Source: an optimization exercise on an open RTL-to-GDS flow (aim: small area, a short achievable clock period and few clock cycles per item). Production flows keep margins and buffers that such runs may drop. RTL that was checked went through simulation tests only; none was proved equivalent to the original. No activity file was given, so power comes from the tool's default toggle rates.

job 102:
// mips_div64
module mips_div64(
  input  logic         clk,
  input  logic         reset,
  input  logic [63:0]  srcA,
  input  logic [63:0]  srcB,
  input  logic [4:0]   rob_ptr_in,
  input  logic [1:0]   hilo_prf_ptr_in,
  input  logic         is_signed_div,
  input  logic         start_div,
  output logic [127:0] y,
  output logic [4:0]   rob_ptr_out,
  output logic [1:0]   hilo_prf_ptr_out,
  output logic         ready,
  output logic         complete
);
   localparam integer LG_G = 2;
   localparam integer G = 1 << LG_G;
   localparam integer DW = 66 + G - 1;
   localparam logic [1:0] IDLE = 2'd0, SETUP = 2'd1, ITER = 2'd2, DONE = 2'd3;
   logic [1:0]    r_state;
   logic [64:0]   r_R;        
   logic [DW-1:0] r_D;        
   logic [63:0]   r_Q;        
   logic [6:0]    r_lsA, r_lsB;
   logic [5:0]    r_cnt;
   logic          r_negA, r_qneg, r_inv, r_exit;
   logic          r_zf;       
   logic          r_zs;       
   logic [4:0]    r_rob;
   logic [1:0]    r_hilo;
   logic       sA, sB, qn, bz;
   logic [6:0] lsA, lsB, lsB63;
  ...
Size in the first run: ~2300 cells after synthesis, about 280 I/O pins, about 19000 um^2 of cells after synthesis.
clock: 4.0 ns
lec_check: 0
cap_margin: 20
core_margin: 2
core_utilization: 40
slew_margin: 20
run.sh (not shown) runs the stock make flow with config.mk's settings and CLKGATE_MAP_FILE= SYNTH_SCRIPT=/design/flow/synth_recipe.tcl, a recipe that flattens the netlist after the stock synthesis.
Job 102 ran in full, but the layout does not pass; the checks complain about setup timing.
Input changes introduced in job 104 (baseline for comparison: job 102):
==> flow/flow/run.sh (new file) <==
#!/bin/bash
# Standard ORFS layout (the standard.sh), with two changes to how it is
# made: port buffers use the smallest buffer cell, and after global routing
# non-critical gates are downsized (ORFS's RECOVER_POWER step).
set -euo pipefail
export BUFFER_PORTS_ARGS="-buffer_cell sky130_fd_sc_hd__buf_1"
export RECOVER_POWER=100
bash standard.sh > standard_flow.log 2>&1
==> flow/standard.sh (new file) <==
#!/bin/bash
# synth_recipe.tcl (not shown) runs the flow's synth.tcl, then flattens the netlist and writes it again
# the make line also repeats each setting of config.mk as NAME=value (left out here)
make -C /OpenROAD-flow-scripts/flow DESIGN_CONFIG=/design/flow/config.mk WORK_HOME=/design/flow/orfs CLKGATE_MAP_FILE= SYNTH_SCRIPT=/design/flow/synth_recipe.tcl "${@:-finish}"
removed: flow/run.sh
Notes after the runs:
From the logs: job 104 reached the end of the flow and failed the layout checks with capacitance limit, slew limit, setup timing. Post-synthesis instance total: job 102 vs job 104 identical. Taking job 102 as the reference, in job 104 slew at the pin closest to its max-slew limit went up by 0.83 ns, total clock network power went up by about 2%. In the reports for job 104 and job 102, the smaller slack of the critical path belongs to job 104. The cell with the largest stage delay on the worst path comes out sky130_fd_sc_hd__or4_4 in one run and sky130_fd_sc_hd__fa_2 in the other, namely in job 104 and job 102 respectively.
Function was not checked in any run of this note: the RTL went through the layout flow alone.

---

## raven
Another version of the RTL of mips_div64 (not shown whole).
For scale: roughly 2700 cells after synthesis, about 280 I/O pins, ~20000 µm² of cells after synthesis.
// mips_div64
module mips_div64(
  input  logic         clk,
  input  logic         reset,
  input  logic [63:0]  srcA,
  input  logic [63:0]  srcB,
  input  logic [4:0]   rob_ptr_in,
  input  logic [1:0]   hilo_prf_ptr_in,
  input  logic         is_signed_div,
  input  logic         start_div,
  output logic [127:0] y,
  output logic [4:0]   rob_ptr_out,
  output logic [1:0]   hilo_prf_ptr_out,
  output logic         ready,
  output logic         complete
);
Settings: LEC_CHECK=0, CAP_MARGIN=20, CORE_MARGIN=2, CORE_UTILIZATION=50, SETUP_SLACK_MARGIN=0.7, SLEW_MARGIN=20, SYNTH_HIERARCHICAL=1; clock period 4.0 ns.
standard.sh (not shown) runs the stock make flow with config.mk's settings and CLKGATE_MAP_FILE= SYNTH_SCRIPT=/design/flow/synth_recipe.tcl, a recipe that flattens the netlist after the stock synthesis.
==> flow/flow/run.sh <==
#!/bin/bash
# Standard ORFS layout (the standard.sh) with one change to how it is
# made: the port buffers use the smallest buffer cell instead of the delay
# buffer buffer_ports picks by default.  All of make's output goes to
# standard_flow.log here.
set -euo pipefail
export BUFFER_PORTS_ARGS="-buffer_cell sky130_fd_sc_hd__buf_1"
bash standard.sh > standard_flow.log 2>&1
Testbench counts of raven, summed over its fixed seeds: cycles 33,279, items 2,400.
#### Input delta (lagoon over raven)
diff --git a/flow/config.mk b/flow/config.mk
--- a/flow/config.mk
+++ b/flow/config.mk
@@ -10 +10 @@
-export CORE_UTILIZATION = 50
+export CORE_UTILIZATION = 60
Notes after the runs:
[compare] base=raven new=lagoon: core utilization now larger; clock share of power now smaller; met1 wire length now smaller; number of core rows now smaller; final layout net count comparable.
lagoon does better than raven on worst-case headroom to the max-slew limit.
diff inputs: lagoon => umber
diff --git a/flow/config.mk b/flow/config.mk
--- a/flow/config.mk
+++ b/flow/config.mk
@@ -10 +10,2 @@
-export CORE_UTILIZATION = 60
+export CORE_UTILIZATION = 50
+export PLACE_DENSITY = 0.7
## What came out
Diff lagoon -> umber: relative area of clock buffers and inverters in the final design has remained practically unchanged; count of vias placed by the detailed router rose by 0.85%; final cell count now larger; post-CTS setup-driven buffer insertion count down 1; minimum clock period after layout -0.077 ns. Max portion of the clock cycle consumed by the worst path in the final layout across lagoon and umber: lagoon. Total number of nets in the final design ends up higher on umber. Compared with lagoon, in umber hold-fix buffer count after cts roughly the same; total length of routed met2 wires increased about 3.2%; aggregate routed wire length rose by 5.0%. umber: PASS, flow complete, no timing, DRC or antenna violations.
For xenon, these inputs were changed with respect to umber:
diff --git a/flow/config.mk b/flow/config.mk
--- a/flow/config.mk
+++ b/flow/config.mk
@@ -10,2 +10 @@
-export CORE_UTILIZATION = 50
-export PLACE_DENSITY = 0.7
+export CORE_UTILIZATION = 40
Per the final summary, xenon finished and its layout is clean on timing, DRC and antenna.
xenon vs umber, met1 demand-to-capacity share in global routing went down by 7.2 points.
In xenon the highest cell delay on the worst timing path turned out 0.08 ns lower than in umber.
On internal power summed over all cells, xenon tracks umber almost exactly.
On overall power of the completed layout, xenon and umber are neck and neck.
Looking at slowest cell on the critical path, the sky130_fd_sc_hd__or3_1 result is from xenon; the sky130_fd_sc_hd__or4_1 one comes from umber.
xenon against umber: non-clock buffer count rose by about 6%; final-layout clock buffer total saw an increase; placed standard-cell area climbed 1.7%.
xenon reports a higher final cell count than umber does.
On routed wire length per instance, xenon and umber are basically level.
Between umber and xenon, the insertion delay to the later sink of the worst-skew pair figures differ only marginally.
xenon and umber ended up with nearly the same synthesized area.

## what the ideal ports hide
How much do the figures lean on ideal ports? The routed layouts below were timed once more, with nothing changed but the port constraints. Step 1: set_driving_cell puts a clkbuf_16 on clk and a buf_2 on each other input, an assumption about the parent block. Step 2 adds t to the input delays and takes it off the output delays; t is the mean of the earliest and latest rising clock arrival at the registers after step 1. Input paths then give back, and output paths get back, about the clock's delay inside the block. Three values: ideal, step 1, step 2; two values: the first two.
| run | shift t [ns] | setup WS [ns] | worst setup path at the end | latest minus earliest clock arrival (ns) | slew at the worst register clock pin (ns) |
|---|---|---|---|---|---|
| job 102 | 0.613 | -0.930 / -0.930 / -0.930 | register to register | 0.024 / 0.023 | 0.07 / 0.07 |
| job 104 | 0.639 | -1.029 / -1.029 / -1.029 | register to register | 0.013 / 0.013 | 0.07 / 0.07 |
| raven | 0.635 | 0.803 / 0.820 / 0.206 | input to register | 0.012 / 0.012 | 0.06 / 0.06 |
| lagoon | 0.632 | 0.676 / 0.712 / 0.080 | input to register | 0.014 / 0.014 | 0.07 / 0.07 |
| umber | 0.629 | 0.753 / 0.792 / 0.163 | input to register | 0.025 / 0.025 | 0.06 / 0.06 |
| xenon | 0.632 | 0.828 / 0.838 / 0.222 | input to register | 0.010 / 0.010 | 0.07 / 0.07 |
The setup slack of xenon, which loses most, moves by +0.010 ns with the drivers and by -0.606 ns with both steps.
